Source: an optimization exercise on an open RTL-to-GDS flow (aim: small area). Production flows keep margins and buffers that such runs may drop. At most, simulation tests tie the RTL to the original design; equivalence was not proved. Power is estimated from default activity; no workload was simulated.

Setup of old:
==> flow/design.v (excerpt) <==
module CombinedCode(clk,rst,switch, btn1, btn2,keypad_col,keypad_row, dot_row, dot_col, seven_right, led1, led2);
export LEC_CHECK = 0
export ABC_AREA = 1
export CAP_MARGIN = 20
export CORE_MARGIN = 2
export CORE_UTILIZATION = 65
export SLEW_MARGIN = 20
create_clock -name core_clock -period 8.0 [get_ports {clk}]
standard.sh (not shown) runs the stock make flow with config.mk's settings and CLKGATE_MAP_FILE= SYNTH_SCRIPT=/design/flow/synth_recipe.tcl, a recipe that flattens the netlist after the stock synthesis.
==> flow/flow/run.sh <==
#!/bin/bash
# Standard layout, except: the combinational cells of the standard synthesis are mapped again
# for area (registers untouched; the smallest of five ABC scripts' results is kept), the port
# buffers use the smallest buffer cell, and the clock tree uses mid-size buffers without dummy
# loads. Each tool's output goes to its own log here.
set -euo pipefail
export BUFFER_PORTS_ARGS="-buffer_cell sky130_fd_sc_hd__buf_1"
export CTS_ARGS="-sink_clustering_enable -repair_clock_nets -sink_clustering_size 10 -sink_clustering_max_diameter 40 -buf_list sky130_fd_sc_hd__clkbuf_4 -dont_use_dummy_load"
YOSYS=${YOSYS_EXE:-$FLOW_HOME/../tools/install/yosys/bin/yosys}
R=orfs/results/$FLOW_PLATFORM/CombinedCode/base
bash standard.sh synth > synth.log 2>&1
cp $R/1_2_yosys.v standard_synth.v
best=""; best_area=""
for s in 1 2 3 4 5; do
  mkdir -p reopt_$s
  REOPT_LIB=$FLOW_HOME/platforms/$FLOW_PLATFORM/lib/sky130_fd_sc_hd__tt_025C_1v80.lib \
  REOPT_IN=standard_synth.v REOPT_OUT=reopt_$s/netlist.v REOPT_DIR=reopt_$s REOPT_ABC=flow/reopt_$s.abc \
    $YOSYS -c flow/reopt.tcl > reopt_$s.log 2>&1 || continue
  a=$(awk '/Chip area for top module/ {print $NF}' reopt_$s/reopt_after.stat)
  if [[ -n "$a" ]] && { [[ -z "$best" ]] || awk -v a="$a" -v b="$best_area" 'BEGIN {exit !(a < b)}'; }; then
    best=$s; best_area=$a
  fi
done
echo "re-mapped netlist: script $best, area $best_area" > reopt_choice.txt
if [[ -n "$best" ]]; then cp reopt_$best/netlist.v $R/1_2_yosys.v; fi
bash standard.sh finish > layout.log 2>&1
Other scripts of this flow, unchanged in this note and not shown: flow/flow/reopt.tcl, flow/flow/reopt_1.abc, flow/flow/reopt_2.abc, flow/flow/reopt_3.abc, flow/flow/reopt_4.abc, flow/flow/reopt_5.abc
old reached the end of the flow, and the finished layout is clean on the timing, design-rule and antenna checks.
For new, these inputs were changed with respect to old:
--- a/flow/design.v
+++ b/flow/design.v
@@ -206,29 +206,29 @@
 reg [3:0] q;       
 reg hv;            
 reg [3:0] d1, d2;  
 wire eq = heq(j);
 wire hs0 = ~st[0] & ~st[1];
 wire nx1 = st[0] | (hs0 & (p1 ? eq : (p2 & ~eq)));
 wire nx2 = st[1] | (hs0 & (p1 ? ~eq : (p2 & eq)));
-assign led1 = rst & nx1;   
-assign led2 = rst & nx2;
-always @(posedge clk) begin
+assign led1 = nx1;
+assign led2 = nx2;
+always @(posedge clk or negedge rst) begin
   if (!rst) begin
     p1 <= 1'b0;
     p2 <= 1'b0;
   end else if (b_end) begin
     p1 <= 1'b0;
     p2 <= 1'b0;
   end else if (b_s0 | b_s1) begin
     p1 <= p1 | ~btn1;
     p2 <= p2 | ~btn2;
   end
 end
-always @(posedge clk) begin
+always @(posedge clk or negedge rst) begin
   if (!rst) begin
     st <= 2'd0;
     j <= 6'd25;
   end else if (tick7) begin
     if (switch) begin
       st <= 2'd0;
       j <= 6'd25;
@@ -237,20 +237,21 @@
       if (hs0) j <= {j[5] | (&j[4:0]), j[4:0] + 5'd1};
     end
   end
 end
 wire [3:0] q1 = q + 4'd1;
 wire [7:0] dj = hdig(j);
 always @(posedge clk or negedge rst) begin
-  if (!rst) hv <= 1'b0;
-  else if (tick_dot & ~switch & ~q1[3]) hv <= 1'b1;
-end
-always @(posedge clk) begin   
-  if (!rst) q <= 4'd15;
-  else if (tick_dot & ~switch) q <= q1;
+  if (!rst) begin
+    q <= 4'd15;
+    hv <= 1'b0;
+  end else if (tick_dot & ~switch) begin
+    q <= q1;
+    if (!q1[3]) hv <= 1'b1;
+  end
 end
 always @(posedge clk) begin
   if (tick_dot & ~switch & ~q1[3]) begin
     d1 <= dj[3:0];
     d2 <= dj[7:4];
   end
 end
@@ -376,30 +377,29 @@
 end
 reg [2:0] rd;      
 reg vm;            
 reg [3:0] cap;     
 wire [2:0] rd1 = rd + 3'd1;
 always @(posedge clk or negedge rst) begin
   if (!rst) begin
+    rd <= 3'd7;
     vm <= 1'b0;
     cap <= 4'd0;
   end else if (tick_dot) begin
     if (switch) begin
+      rd <= rd1;
       vm <= 1'b1;
       cap <= lit[{rd1[2:1], 2'b00} +: 4];
     end else begin
+      rd <= 3'd7;
       vm <= 1'b0;
       cap <= 4'd0;
     end
   end
 end
-always @(posedge clk) begin   
-  if (!rst) rd <= 3'd7;
-  else if (tick_dot) rd <= switch ? rd1 : 3'd7;
-end
 wire [7:0] m_col = {cap[0], cap[0], cap[1], cap[1], cap[2], cap[2], cap[3], cap[3]};
 reg [3:0] cur2;
 reg [3:0] cnx;
 always @(*) begin
   case (cur2)
     4'd0: cnx = 4'd8;
     4'd8: cnx = 4'd2;
[summary]
- Changes observed in new relative to old: total power +about 12%; final non-filler cell area decreased about 0.4%; wire length of the first global-routing pass shows an increase of 5500 um; setup slack -56 ps; highest achievable clock rate shows a reduction of 2.4 MHz.
- Looking only at synthesized cell count, and setting everything else aside, the higher value of new and old goes to old.
- The die height of old and that of new are within noise of each other.
- new vs old, destination of the critical timing path: led1 vs dot_row[1]
- Number of logic inverters in the finished layout: new vs old down 7
Function not checked in old: the RTL went through the layout flow alone.

==> port drivers added, routing unchanged <==
Ports are ideal in the flow. The routed layouts listed here were re-timed in OpenROAD.
Step 1 sets driving cells, clkbuf_16 on the clock port and buf_2 on the other inputs (assumed; they add their load-dependent delay and slew).
Step 2 moves the port delays by t, midway between the first and last clock arrival at a register: inputs arrive t later, outputs are due t later. That takes back most of the time a late clock gives input paths.
Slacks: no drivers / after step 1 / after step 2; pairs: no drivers / after step 1.
run | t (ns) | setup slack, ns | worst hold slack (ns) | worst data-port slew with drivers (ns)
old | 0.601 | 3.176 / 3.152 / 3.152 | 0.310 / 0.310 / 0.310 | 0.03
new | 0.675 | 3.119 / 3.084 / 3.217 | 0.324 / 0.324 / 0.324 | 0.04
After both steps setup and hold are still met in every run listed. The setup slack of old, which loses most, moves by -0.024 ns with the drivers and by -0.024 ns with both steps.
